Source: an optimization exercise on an open RTL-to-GDS flow (aim: small area, a short achievable clock period and few clock cycles per item). Production flows keep margins and buffers that such runs may drop. At most, simulation tests tie the RTL to the original design; equivalence was not proved.

Setup of oak:
==> module sha256, before the edit <==
module sha256 (
    input  wire         clk,
    input  wire         reset,
    input  wire         start,
    input  wire [15:0]  data_in,
    output wire         ready,
    output wire [127:0] hash_out
);
    localparam [31:0] IV0 = 32'h6a09e667, IV1 = 32'hbb67ae85, IV2 = 32'h3c6ef372, IV3 = 32'ha54ff53a;
    localparam [31:0] IV4 = 32'h510e527f, IV5 = 32'h9b05688c, IV6 = 32'h1f83d9ab, IV7 = 32'h5be0cd19;
    localparam [31:0] T1C = 32'hf377ed68, CE = 32'h98c7e2a2, H1 = 32'h90bb1e3c;
    localparam [2047:0] KB = 2048'h3e003fe01f81f0e681f03e1e1871cc9531ce2199874d8a4fe9adf85456e02dbba579810305bb20dc7697341bfc6f8602e03316d5ac532960c02a8c2e940b645fafb498a0b86bf916f61246702c5a301ae945c4d6d9f90a35783d19c585f1fa7d6afa779f64cdfc604de9a48290953ced4cc16bf9b281d9a965811281d74ac3b5e8b4caa0117652aedb638daa2581cd4f3b5769cb662cd4820a06240814825d56da7d0af6cc6a8dc6984f3146071b2e416df21318af0121eee942a62f7ea7df1638cc24d28e77b6f779f2430a7feedc5a79cc56b349187a34ea4cca1f28e05ad99db30933037c128a23a6b06ad52f7a6639f885345cdb360af16c2dd4fd08a55f;
    function [31:0] knext;
        input [5:0] i;
        integer b;
        begin
            for (b = 0; b < 32; b = b + 1)
                knext[b] = KB[64 * b + i];
        end
    endfunction
    function [31:0] rotr;
        input [31:0] x;
        input integer n;
        begin
            rotr = (x >> n) | (x << (32 - n));
        end
    endfunction
    function [31:0] s0;
        input [31:0] x;
        begin
            s0 = rotr(x, 7) ^ rotr(x, 18) ^ (x >> 3);
        end
    endfunction
    function [31:0] s1;
        input [31:0] x;
        begin
            s1 = rotr(x, 17) ^ rotr(x, 19) ^ (x >> 10);
        end
    endfunction
    function [31:0] S0;
        input [31:0] x;
        begin
            S0 = rotr(x, 2) ^ rotr(x, 13) ^ rotr(x, 22);
        end
    endfunction
    function [31:0] S1;
        input [31:0] x;
        begin
            S1 = rotr(x, 6) ^ rotr(x, 11) ^ rotr(x, 25);
        end
    endfunction
    function [63:0] csa;
        input [31:0] x, y, z;
        reg   [31:0] c;
        begin
            c = (x & y) | (x & z) | (y & z);
            csa = {c[30:0], 1'b0, x ^ y ^ z};
        end
    endfunction
    function [31:0] add32;
        input [31:0] x, y;
        reg   [31:0] g, p;
        integer i, l;
        begin
            g = x & y;
            p = x ^ y;
            for (l = 0; l < 5; l = l + 1)
                for (i = 0; i < 32; i = i + 1)
                    if (i[l]) begin
                        g[i] = g[i] | (p[i] & g[((i >> l) << l) - 1]);
                        p[i] = p[i] & p[((i >> l) << l) - 1];
                    end
            add32 = x ^ y ^ {g[30:0], 1'b0};
        end
    endfunction
    reg [31:0] a, b, c, e, f, g, h;
    reg [31:0] t1s, t1c;       
    reg [31:0] ew;             
    reg [31:0] kn;             
    reg [31:0] w [0:15];       
    reg [5:0]  t;              
    reg        busy;
    reg        z0, z1, z9, last;
    wire [31:0] w0m = z0 ? 32'd0 : w[0];              
    wire [31:0] w1m = (z1 | last) ? 32'd0 : w[1];     
    wire [31:0] w9m = z9 ? 32'd0 : w[9];              
    wire [31:0] s1e = S1(ew);
    wire [31:0] che = (ew & f) | (~ew & g);
    wire [63:0] t1 = csa(s1e, che, h);
    wire [63:0] e1 = csa(che, h, c);
    wire [63:0] e2 = csa(e1[31:0], e1[63:32], s1e);
    wire [31:0] e_new = add32(e2[31:0], e2[63:32]);
    wire [31:0] s0a = S0(a);
    wire [31:0] mja = (a & b) | (a & c) | (b & c);
    wire [63:0] a1 = csa(t1s, t1c, mja);
    wire [63:0] a2 = csa(a1[31:0], a1[63:32], s0a);
    wire [31:0] a_new = add32(a2[31:0], a2[63:32]);
    wire [63:0] p1 = csa(g, kn, w1m);
    wire [31:0] h_new = add32(p1[31:0], p1[63:32]);
    wire [63:0] m1 = csa(w9m, w0m, s1(w[14]));
    wire [63:0] m2 = csa(m1[31:0], m1[63:32], s0(w1m));
    wire [31:0] w_new = add32(m2[31:0], m2[63:32]);
    wire [31:0] w0  = {data_in, 16'h8000};
    wire [31:0] e_0 = CE + w0;
    wire go = start & ~busy;
    assign ready    = ~busy;
    assign hash_out = {e, f, g, h};
    integer i;
    always @(posedge clk or posedge reset) begin
        if (reset) begin
            busy <= 1'b0;
            e <= IV4; f <= IV5; g <= IV6; h <= IV7;
        end else if (go) begin
            busy <= 1'b1;
            f <= IV4; g <= IV5; h <= H1;
        end else if (busy) begin
            h <= h_new;
            if (last) begin
                busy <= 1'b0;
                e <= e_new;
                f <= ew + IV5;
                g <= f + IV6;
            end else begin
                f <= ew; g <= f;
            end
        end
    end
    always @(posedge clk) begin
        if (!busy) begin
            t <= 6'd1;
            kn <= knext(6'd1);
            z0 <= 1'b1; z1 <= 1'b1; z9 <= 1'b1; last <= 1'b0;
            a <= IV0; b <= IV1; c <= IV2;
            ew <= e_0;
            t1s <= w0; t1c <= T1C;           
            w[14] <= {16'h0000, data_in};    
            w[15] <= w0;                     
        end else begin
            t <= t + 6'd1;
            kn <= knext(t + 6'd1);
            z0 <= (t <= 6'd13); z1 <= (t <= 6'd12); z9 <= (t <= 6'd4); last <= (t == 6'd62);
            a <= a_new; b <= a; c <= b;
            ew <= e_new;
            t1s <= t1[31:0]; t1c <= t1[63:32];
            w[14] <= w[15];
            w[15] <= w_new;
        end
        for (i = 0; i < 14; i = i + 1) w[i] <= w[i + 1];
    end
endmodule
==> flow/config.mk <==
export PLATFORM = sky130hd
export DESIGN_NAME = sha128_simple
export DESIGN_NICKNAME = sha128_simple
export VERILOG_FILES = /design/flow/design.v
export SDC_FILE = /design/flow/constraint.sdc
export NUM_CORES = 4
export LEC_CHECK = 0
export CAP_MARGIN = 20
export CORE_MARGIN = 2
export CORE_UTILIZATION = 40
export PLACE_DENSITY = 0.6
export SLEW_MARGIN = 20
==> flow/constraint.sdc <==
create_clock -name core_clock -period 13.0 [get_ports {CLK}]
set_input_delay 2.6000 -clock core_clock [delete_from_list [all_inputs] [get_ports {CLK}]]
set_output_delay 2.6000 -clock core_clock [all_outputs]
set_load 0.01 [all_outputs]
standard.sh (not shown) runs the stock make flow with config.mk's settings and CLKGATE_MAP_FILE= SYNTH_SCRIPT=/design/flow/synth_recipe.tcl, a recipe that flattens the netlist after the stock synthesis.
==> flow/flow/run.sh <==
#!/bin/bash
set -euo pipefail
export SYNTH_ARGS=-noabc
export BUFFER_PORTS_ARGS="-buffer_cell sky130_fd_sc_hd__buf_2"
export CTS_ARGS="-sink_clustering_enable -repair_clock_nets -dont_use_dummy_load -buf_list sky130_fd_sc_hd__clkbuf_8 -sink_clustering_size 12 -sink_clustering_max_diameter 60"
export SETUP_SLACK_MARGIN=${MARGIN:-8.7}
bash standard.sh > standard_flow.log 2>&1
[inputs] pine vs oak
diff --git a/flow/design.v b/flow/design.v
--- a/flow/design.v
+++ b/flow/design.v
@@ -96,10 +96,10 @@
     wire [63:0] a2 = csa(a1[31:0], a1[63:32], s0a);
     wire [31:0] a_new = add32(a2[31:0], a2[63:32]);
     wire [63:0] p1 = csa(g, kn, w1m);
-    wire [31:0] h_new = add32(p1[31:0], p1[63:32]);
+    wire [31:0] h_new = p1[31:0] + p1[63:32];
     wire [63:0] m1 = csa(w9m, w0m, s1(w[14]));
     wire [63:0] m2 = csa(m1[31:0], m1[63:32], s0(w1m));
-    wire [31:0] w_new = add32(m2[31:0], m2[63:32]);
+    wire [31:0] w_new = m2[31:0] + m2[63:32];
     wire [31:0] w0  = {data_in, 16'h8000};
     wire [31:0] e_0 = CE + w0;
     wire go = start & ~busy;
@@ -112,16 +112,16 @@
             e <= IV4; f <= IV5; g <= IV6; h <= IV7;
         end else if (go) begin
             busy <= 1'b1;
-            f <= IV4; g <= IV5; h <= H1;
+            e <= e_0; f <= IV4; g <= IV5; h <= H1;
         end else if (busy) begin
+            e <= e_new;
             h <= h_new;
             if (last) begin
                 busy <= 1'b0;
-                e <= e_new;
-                f <= ew + IV5;
+                f <= e + IV5;
                 g <= f + IV6;
             end else begin
-                f <= ew; g <= f;
+                f <= e; g <= f;
             end
         end
     end
Findings:
sha256_comp.g[2] as the critical path startpoint was reported by oak, and sha256_comp.h[28] by pine.
Compared with oak, in pine non-clock buffer total of the final layout went up, number of antenna diodes went up, worst-case reg-to-reg path depth did not really move.
Clock period minus final worst setup slack in pine is 62 ps below oak.
pine: setup fix buffers added after clock tree synthesis 11 below oak
oak fits on a die that is smaller than the die of pine.
The faster design of the two is pine; oak tops out lower.
pine: done, clean on timing, DRC and antenna
The total non-filler cell area in the finished layout of pine was inferior to that of oak.
Testbench counts of pine, summed over its fixed seeds: cycles 16,384, hashes 256.
No functional check of the RTL was part of oak.


sha128_simple, a different RTL version from the one above (not shown whole).
Size in the first run: ~3700 cells after synthesis, ~870 flip-flops, about 150 I/O pins, about 0.040 mm^2 of cells after synthesis.
==> module sha256, before the edit <==
module sha256 (
    input  wire         clk,
    input  wire         reset,
    input  wire         start,
    input  wire [15:0]  data_in,
    output wire         ready,
    output wire [127:0] hash_out
);
    localparam [31:0] IV0 = 32'h6a09e667, IV1 = 32'hbb67ae85, IV2 = 32'h3c6ef372, IV3 = 32'ha54ff53a;
    localparam [31:0] IV4 = 32'h510e527f, IV5 = 32'h9b05688c, IV6 = 32'h1f83d9ab, IV7 = 32'h5be0cd19;
    localparam [31:0] T1C = 32'hf377ed68, CE = 32'h98c7e2a2, H1 = 32'h90bb1e3c;
    localparam [2047:0] KB = 2048'h3e003fe01f81f0e681f03e1e1871cc9531ce2199874d8a4fe9adf85456e02dbba579810305bb20dc7697341bfc6f8602e03316d5ac532960c02a8c2e940b645fafb498a0b86bf916f61246702c5a301ae945c4d6d9f90a35783d19c585f1fa7d6afa779f64cdfc604de9a48290953ced4cc16bf9b281d9a965811281d74ac3b5e8b4caa0117652aedb638daa2581cd4f3b5769cb662cd4820a06240814825d56da7d0af6cc6a8dc6984f3146071b2e416df21318af0121eee942a62f7ea7df1638cc24d28e77b6f779f2430a7feedc5a79cc56b349187a34ea4cca1f28e05ad99db30933037c128a23a6b06ad52f7a6639f885345cdb360af16c2dd4fd08a55f;
    function [31:0] knext;
        input [5:0] i;
        integer b;
        begin
            for (b = 0; b < 32; b = b + 1)
                knext[b] = KB[64 * b + i];
        end
    endfunction
    function [31:0] rotr;
        input [31:0] x;
        input integer n;
        begin
            rotr = (x >> n) | (x << (32 - n));
        end
    endfunction
    function [31:0] s0;
        input [31:0] x;
        begin
            s0 = rotr(x, 7) ^ rotr(x, 18) ^ (x >> 3);
        end
    endfunction
    function [31:0] s1;
        input [31:0] x;
        begin
            s1 = rotr(x, 17) ^ rotr(x, 19) ^ (x >> 10);
        end
    endfunction
    function [31:0] S0;
        input [31:0] x;
        begin
            S0 = rotr(x, 2) ^ rotr(x, 13) ^ rotr(x, 22);
        end
    endfunction
    function [31:0] S1;
        input [31:0] x;
        begin
            S1 = rotr(x, 6) ^ rotr(x, 11) ^ rotr(x, 25);
        end
    endfunction
    function [63:0] csa;
        input [31:0] x, y, z;
        reg   [31:0] c;
        begin
            c = (x & y) | (x & z) | (y & z);
            csa = {c[30:0], 1'b0, x ^ y ^ z};
        end
    endfunction
    function [31:0] add32;
        input [31:0] x, y;
        reg   [31:0] g, p;
        integer i, l;
        begin
            g = x & y;
            p = x ^ y;
            for (l = 0; l < 5; l = l + 1)
                for (i = 0; i < 32; i = i + 1)
                    if (i[l]) begin
                        g[i] = g[i] | (p[i] & g[((i >> l) << l) - 1]);
                        p[i] = p[i] & p[((i >> l) << l) - 1];
                    end
            add32 = x ^ y ^ {g[30:0], 1'b0};
        end
    endfunction
    reg [31:0] a, b, c, e, f, g, h;
    reg [31:0] t1s, t1c;       
    reg [31:0] ew;             
    reg [31:0] kn;             
    reg [31:0] w [0:15];       
    reg [5:0]  t;              
    reg        busy;
    reg        z0, z1, z9, last;
    wire [31:0] w0m = z0 ? 32'd0 : w[0];              
    wire [31:0] w1m = (z1 | last) ? 32'd0 : w[1];     
    wire [31:0] w9m = z9 ? 32'd0 : w[9];              
    wire [31:0] s1e = S1(ew);
    wire [31:0] che = (ew & f) | (~ew & g);
    wire [63:0] t1 = csa(s1e, che, h);
    wire [63:0] e1 = csa(che, h, c);
    wire [63:0] e2 = csa(e1[31:0], e1[63:32], s1e);
    wire [31:0] e_new = add32(e2[31:0], e2[63:32]);
    wire [31:0] s0a = S0(a);
    wire [31:0] mja = (a & b) | (a & c) | (b & c);
    wire [63:0] a1 = csa(t1s, t1c, mja);
    wire [63:0] a2 = csa(a1[31:0], a1[63:32], s0a);
    wire [31:0] a_new = add32(a2[31:0], a2[63:32]);
    wire [63:0] p1 = csa(g, kn, w1m);
    wire [31:0] h_new = p1[31:0] + p1[63:32];
    wire [63:0] m1 = csa(w9m, w0m, s1(w[14]));
    wire [63:0] m2 = csa(m1[31:0], m1[63:32], s0(w1m));
    wire [31:0] w_new = m2[31:0] + m2[63:32];
    wire [31:0] w0  = {data_in, 16'h8000};
    wire [31:0] e_0 = CE + w0;
    wire go = start & ~busy;
    assign ready    = ~busy;
    assign hash_out = {e, f, g, h};
    integer i;
    always @(posedge clk or posedge reset) begin
        if (reset) begin
            busy <= 1'b0;
            e <= IV4; f <= IV5; g <= IV6; h <= IV7;
        end else if (go) begin
            busy <= 1'b1;
            f <= IV4; g <= IV5; h <= H1;
        end else if (busy) begin
            h <= h_new;
            if (last) begin
                busy <= 1'b0;
                e <= e_new;
                f <= ew + IV5;
                g <= f + IV6;
            end else begin
                f <= ew; g <= f;
            end
        end
    end
    always @(posedge clk) begin
        if (!busy) begin
            t <= 6'd1;
            kn <= knext(6'd1);
            z0 <= 1'b1; z1 <= 1'b1; z9 <= 1'b1; last <= 1'b0;
            a <= IV0; b <= IV1; c <= IV2;
            ew <= e_0;
            t1s <= w0; t1c <= T1C;           
            w[14] <= {16'h0000, data_in};    
            w[15] <= w0;                     
        end else begin
            t <= t + 6'd1;
            kn <= knext(t + 6'd1);
            z0 <= (t <= 6'd13); z1 <= (t <= 6'd12); z9 <= (t <= 6'd4); last <= (t == 6'd62);
            a <= a_new; b <= a; c <= b;
            ew <= e_new;
            t1s <= t1[31:0]; t1c <= t1[63:32];
            w[14] <= w[15];
            w[15] <= w_new;
        end
        for (i = 0; i < 14; i = i + 1) w[i] <= w[i + 1];
    end
endmodule
==> flow/config.mk <==
export PLATFORM = sky130hd
export DESIGN_NAME = sha128_simple
export DESIGN_NICKNAME = sha128_simple
export VERILOG_FILES = /design/flow/design.v
export SDC_FILE = /design/flow/constraint.sdc
export NUM_CORES = 4
export LEC_CHECK = 0
export CAP_MARGIN = 20
export CORE_MARGIN = 2
export CORE_UTILIZATION = 40
export PLACE_DENSITY = 0.6
export SLEW_MARGIN = 20
==> flow/constraint.sdc <==
create_clock -name core_clock -period 13.0 [get_ports {CLK}]
set_input_delay 2.6000 -clock core_clock [delete_from_list [all_inputs] [get_ports {CLK}]]
set_output_delay 2.6000 -clock core_clock [all_outputs]
set_load 0.01 [all_outputs]
==> flow/flow/run.sh <==
#!/bin/bash
set -euo pipefail
export SYNTH_ARGS=-noabc
export BUFFER_PORTS_ARGS="-buffer_cell sky130_fd_sc_hd__buf_2"
export CTS_ARGS="-sink_clustering_enable -repair_clock_nets -dont_use_dummy_load -buf_list sky130_fd_sc_hd__clkbuf_8 -sink_clustering_size 12 -sink_clustering_max_diameter 60"
export SETUP_SLACK_MARGIN=${MARGIN:-8.8}
bash standard.sh > standard_flow.log 2>&1
Testbench counts at the start, summed over its fixed seeds: cycles 16,384, hashes 256.
Change:
--- a/flow/design.v
+++ b/flow/design.v
@@ -110,20 +110,20 @@
         if (reset) begin
             busy <= 1'b0;
             e <= IV4; f <= IV5; g <= IV6; h <= IV7;
         end else if (go) begin
             busy <= 1'b1;
-            f <= IV4; g <= IV5; h <= H1;
+            e <= e_0; f <= IV4; g <= IV5; h <= H1;
         end else if (busy) begin
+            e <= e_new;
             h <= h_new;
             if (last) begin
                 busy <= 1'b0;
-                e <= e_new;
-                f <= ew + IV5;
+                f <= e + IV5;
                 g <= f + IV6;
             end else begin
-                f <= ew; g <= f;
+                f <= e; g <= f;
             end
         end
     end
     always @(posedge clk) begin
         if (!busy) begin
The new run completed without violations.
Via count came out higher by 1.4%.
Clock skew hardly moves.
Final cell count hardly moves.
Flip-flop and latch count stays the same.
Worst setup slack improved by 0.012 ns.
Testbench counts after the change, summed over its fixed seeds: cycles 16,384, hashes 256.

re-timing with driven ports:
The results above use ideal ports. As a check the final layouts listed here were re-extracted and re-timed, cells and wires unchanged.
Step 1 sets driving cells, clkbuf_16 on the clock port and buf_2 on the other inputs (assumed; they add their load-dependent delay and slew).
Step 2 also shifts input and output timing later by t, the mid clock arrival at the registers, as if the neighbouring blocks saw the same clock.
Slacks: no drivers / after step 1 / after step 2; pairs: no drivers / after step 1.
run	t, ns	setup slack, ns	worst hold slack (ns)	clock arrival spread, ns
oak	0.785	8.687 / 8.687 / 8.217	0.295 / 0.295 / 0.295	0.103 / 0.103
pine	0.796	8.750 / 8.681 / 8.343	0.292 / 0.292 / 0.292	0.095 / 0.096
the first run of note 2	0.776	8.824 / 8.755 / 8.427	0.303 / 0.303 / 0.303	0.088 / 0.088
the second run of note 2	0.754	8.836 / 8.767 / 8.341	0.271 / 0.271 / 0.271	0.099 / 0.099
After both steps every run listed still meets setup and hold. The setup slack of the second run of note 2, which loses most, moves by -0.069 ns with the drivers and by -0.495 ns with both steps.
